From an optimization exercise on the open Yosys and OpenROAD flow, aimed at small area; shortcuts taken in it are not production practice.
At most, simulation tests tie the RTL to the original design; equivalence was not proved.
The flow treats the clock pin as an ideal source. Dropping or thinning the clock tree relies on that and would not hold on a real chip.
Power figures rest on the tool's default switching activity, not on a simulated workload.

==> module UART, before the edit <==
module UART(
    input clk,
    input rst,
    input start,
    input [7:0] tx_in,
    input rx,
    output tx,
    output [7:0] rx_output,
    output rx_done,
    output tx_done
);
    reg [3:0] q;
    reg [3:0] j;
    reg [7:0] tdata;
    reg tmux;
    wire t_idle = (j[1] & ~j[2] & j[3]);
    wire t_den = (j[1] & j[3]);
    wire j_step = (t_idle & start) | ((q[0] & q[2] & q[3])) | ((~j[0] & j[2] & j[3]));
    wire [3:0] q_nx = {((q[2])), ((q[1])), ((q[0])), ((~q[1] & ~q[3]) | (~q[0] & ~q[3]) | (~q[2] & q[3]))};
    wire [3:0] j_tg = {((~j[0] & ~j[1] & ~j[2])), ((~j[0] & ~j[1]) | (~j[0] & j[2] & j[3])), ((~j[0] & ~j[3]) | (~j[0] & ~j[2])), ((~j[3]) | (~j[2]) | (j[0]))};
    always @(*) begin
        case ({j[2], j[1], j[0]})
            3'd0: tmux = tdata[7];
            3'd1: tmux = tdata[6];
            3'd2: tmux = tdata[5];
            3'd3: tmux = tdata[4];
            3'd4: tmux = tdata[3];
            3'd5: tmux = tdata[2];
            3'd6: tmux = tdata[1];
            3'd7: tmux = tdata[0];
            default: tmux = 1'b1;
        endcase
    end
    always @(posedge clk) begin
        q <= (rst | t_idle) ? 4'd6 : q_nx;
        j <= rst ? 4'd10 : (j ^ ({4{j_step}} & j_tg));
        if (t_den) tdata <= tx_in;
    end
    assign tx = (((~j[3])) & tmux) | (j[1] & j[3]) | (~q[0] & j[0] & j[3]);
    assign tx_done = (~q[0] & ~q[3] & j[2] & j[3]);
    reg [3:0] p;
    reg [3:0] i;
    reg [7:0] rdata;
    wire r_idle = (~i[0] & ~i[1] & ~i[2]);
    wire i_step = (r_idle & ~rx) | ((~p[1] & ~p[3]));
    wire [3:0] p_nx = {((p[2])), ((p[1])), ((p[0])), ((p[0] & ~p[3]) | (~p[1] & ~p[2]) | (~p[0] & p[3]))};
    wire [3:0] i_tg = {((i[0] & i[1] & i[2]) | (i[0] & i[1] & i[3])), ((i[0] & i[1] & ~i[2] & ~i[3]) | (i[0] & i[2] & i[3])), ((i[0])), (1'b1)};
    always @(posedge clk) begin
        p <= (rst | r_idle) ? 4'd9 : p_nx;
        i <= rst ? 4'd0 : (i ^ ({4{i_step}} & i_tg));
        if (((~p[0] & ~p[2])) & ((~i[3]) | (~i[1]))) rdata <= {rx, rdata[7:1]};
    end
    assign rx_output = rdata;
    assign rx_done = (~p[1] & ~p[2] & i[0] & ~i[2] & i[3]);
endmodule
Settings: LEC_CHECK=0, CAP_MARGIN=0, CORE_AREA=3 3 63 63, DIE_AREA=0 0 66 66, GPL_TIMING_DRIVEN=0, SLEW_MARGIN=0; clock period 10.0 ns.
standard.sh (not shown) runs the stock make flow with config.mk's settings and CLKGATE_MAP_FILE= SYNTH_SCRIPT=/design/flow/synth_recipe.tcl, a recipe that flattens the netlist after the stock synthesis.
==> flow/flow/run.sh <==
#!/bin/bash
# Own flow: the standard layout (standard.sh), with three changes:
#  - synthesis maps the logic with an area-oriented abc script (flow/area.abc);
#  - port buffers are sky130_fd_sc_hd__buf_1 instead of the default choice;
#  - the clock is buffered by flow/my_cts.tcl (a few clock buffers, each
#    driving one cluster of flip-flops) in place of TritonCTS.
# Each tool's output goes to a log file of its own in this folder.
set -euo pipefail
export MY_WORK="$PWD"
export MY_ABC_SCRIPT="$PWD/flow/area.abc"
ARGS=(SYNTH_SCRIPT="$PWD/flow/my_synth.tcl" BUFFER_PORTS_ARGS="-buffer_cell sky130_fd_sc_hd__buf_1")
bash standard.sh "${ARGS[@]}" place > flow_place.log 2>&1
RES="$PWD/orfs/results/sky130hd/UART/base"
MY_RESULTS="$RES" PLATFORM_DIR="$FLOW_HOME/platforms/sky130hd" CLK_K=1 CLK_BUF=sky130_fd_sc_hd__buf_12 \
  openroad -no_init -exit flow/my_cts.tcl > flow_cts.log 2>&1
bash standard.sh "${ARGS[@]}" finish > flow_finish.log 2>&1
Other scripts of this flow, unchanged in this note and not shown: flow/flow/area.abc, flow/flow/my_cts.tcl, flow/flow/my_synth.tcl
Then changed:
==> flow/design.v (replaced) <==
`timescale 1ns / 1ps
module UART(
    input clk,
    input rst,
    input start,
    input [7:0] tx_in,
    input rx,
    output tx,
    output [7:0] rx_output,
    output rx_done,
    output tx_done
);
    reg [3:0] q;
    reg [3:0] j;
    reg [7:0] tdata;
    reg tmux;
    wire t_idle = (~q[3] & ~j[0] & ~j[2] & ~j[3]);
    wire t_end = (j[0] & j[2] & j[3]);
    wire t_load = rst | t_end | (t_idle & ~start);
    wire q_wrap = (~q[1] & ~q[2]);
    wire [3:0] q_nx = {((q[2])), ((q[1])), ((q[0])), ((q[0] & ~q[3]) | (~q[1] & ~q[2]) | (~q[0] & q[3]))};
    wire [3:0] j_tg = {((j[0] & j[1] & j[2])), ((j[0] & j[1])), ((j[0])), (1'b1)};
    always @(*) begin
        case ({j[2], j[1], j[0]})
            3'd0: tmux = tdata[4];
            3'd1: tmux = tdata[5];
            3'd2: tmux = tdata[6];
            3'd3: tmux = tdata[7];
            3'd4: tmux = tdata[0];
            3'd5: tmux = tdata[1];
            3'd6: tmux = tdata[2];
            3'd7: tmux = tdata[3];
            default: tmux = 1'b1;
        endcase
    end
    always @(posedge clk) begin
        q <= t_load ? 4'd6 : q_nx;
        j <= t_load ? 4'd2 : (j ^ ({4{q_wrap}} & j_tg));
        if (t_idle) tdata <= tx_in;
    end
    assign tx = (((j[2]) | (j[3])) & tmux) | (j[2] & j[3]) | (~q[0] & ~j[0] & ~j[2] & ~j[3]);
    assign tx_done = (~q[0] & ~q[1] & j[2] & j[3]);
    reg [3:0] p;
    reg [3:0] i;
    reg [7:0] rdata;
    wire r_idle = (~i[0] & ~i[1] & ~i[2] & ~i[3]);
    wire i_step = (r_idle & ~rx) | ((~p[1] & ~p[3]));
    wire [3:0] p_nx = {((p[2])), ((p[1])), ((p[0])), ((p[0] & ~p[3]) | (~p[1] & ~p[2]) | (~p[0] & p[3]))};
    wire [3:0] i_tg = {((i[0] & i[1] & i[3]) | (i[0] & i[1] & i[2])), ((i[0] & i[1] & ~i[3])), ((i[0])), (1'b1)};
    always @(posedge clk) begin
        p <= (rst | r_idle) ? 4'd9 : p_nx;
        i <= rst ? 4'd0 : (i ^ ({4{i_step}} & i_tg));
        if (((~p[0] & ~p[2])) & ((~i[3]) | (~i[1]))) rdata <= {rx, rdata[7:1]};
    end
    assign rx_output = rdata;
    assign rx_done = (~p[1] & ~p[2] & i[0] & i[1] & i[3]);
endmodule
=>
- worst setup slack got worse by 0.025 ns
- wire length goes down by about 3.7%
- worst hold slack stays flat
- register-to-register slack got worse by 0.23 ns
- fmax goes down by 0.69%
- critical path depth does not change
- power goes down by 29%
- clock power goes down by about 2%
- first-iteration DRC count goes down by 67%
- final cell count goes down by about 2%
- design area goes up by 0.39%
- die area does not change
- utilization goes up by 0.15 points
For the first run of this note, only the layout was checked, not whether the RTL still works. No run of this note takes its clock network from TritonCTS; it comes from the design's own scripts or RTL.

## separate check: timing with driven ports
Ports are ideal in the flow. The routed layouts listed here were re-timed in OpenROAD.
Step 1 (the two cells are an assumption about what drives the block):
set clk [get_ports {clk}]
set_driving_cell -lib_cell sky130_fd_sc_hd__clkbuf_16 $clk
set_driving_cell -lib_cell sky130_fd_sc_hd__buf_2 [delete_from_list [all_inputs] $clk]
Step 2 times the ports against the registers' clock, not the clock port: input delays grow and output delays shrink by t, the midpoint of the rising clock arrivals with the driver on.
Slacks: ideal ports / drivers / drivers and shift; pairs: ideal ports / drivers.
run | t (ns) | slack for setup (ns) | worst setup path after step 2 | worst data-port slew with drivers (ns)
the first run | 0.174 | 6.444 / 6.414 / 6.588 | register to output | 0.03
the second run | 0.172 | 6.419 / 6.389 / 6.561 | register to output | 0.03
After both steps every run listed still meets setup and hold.
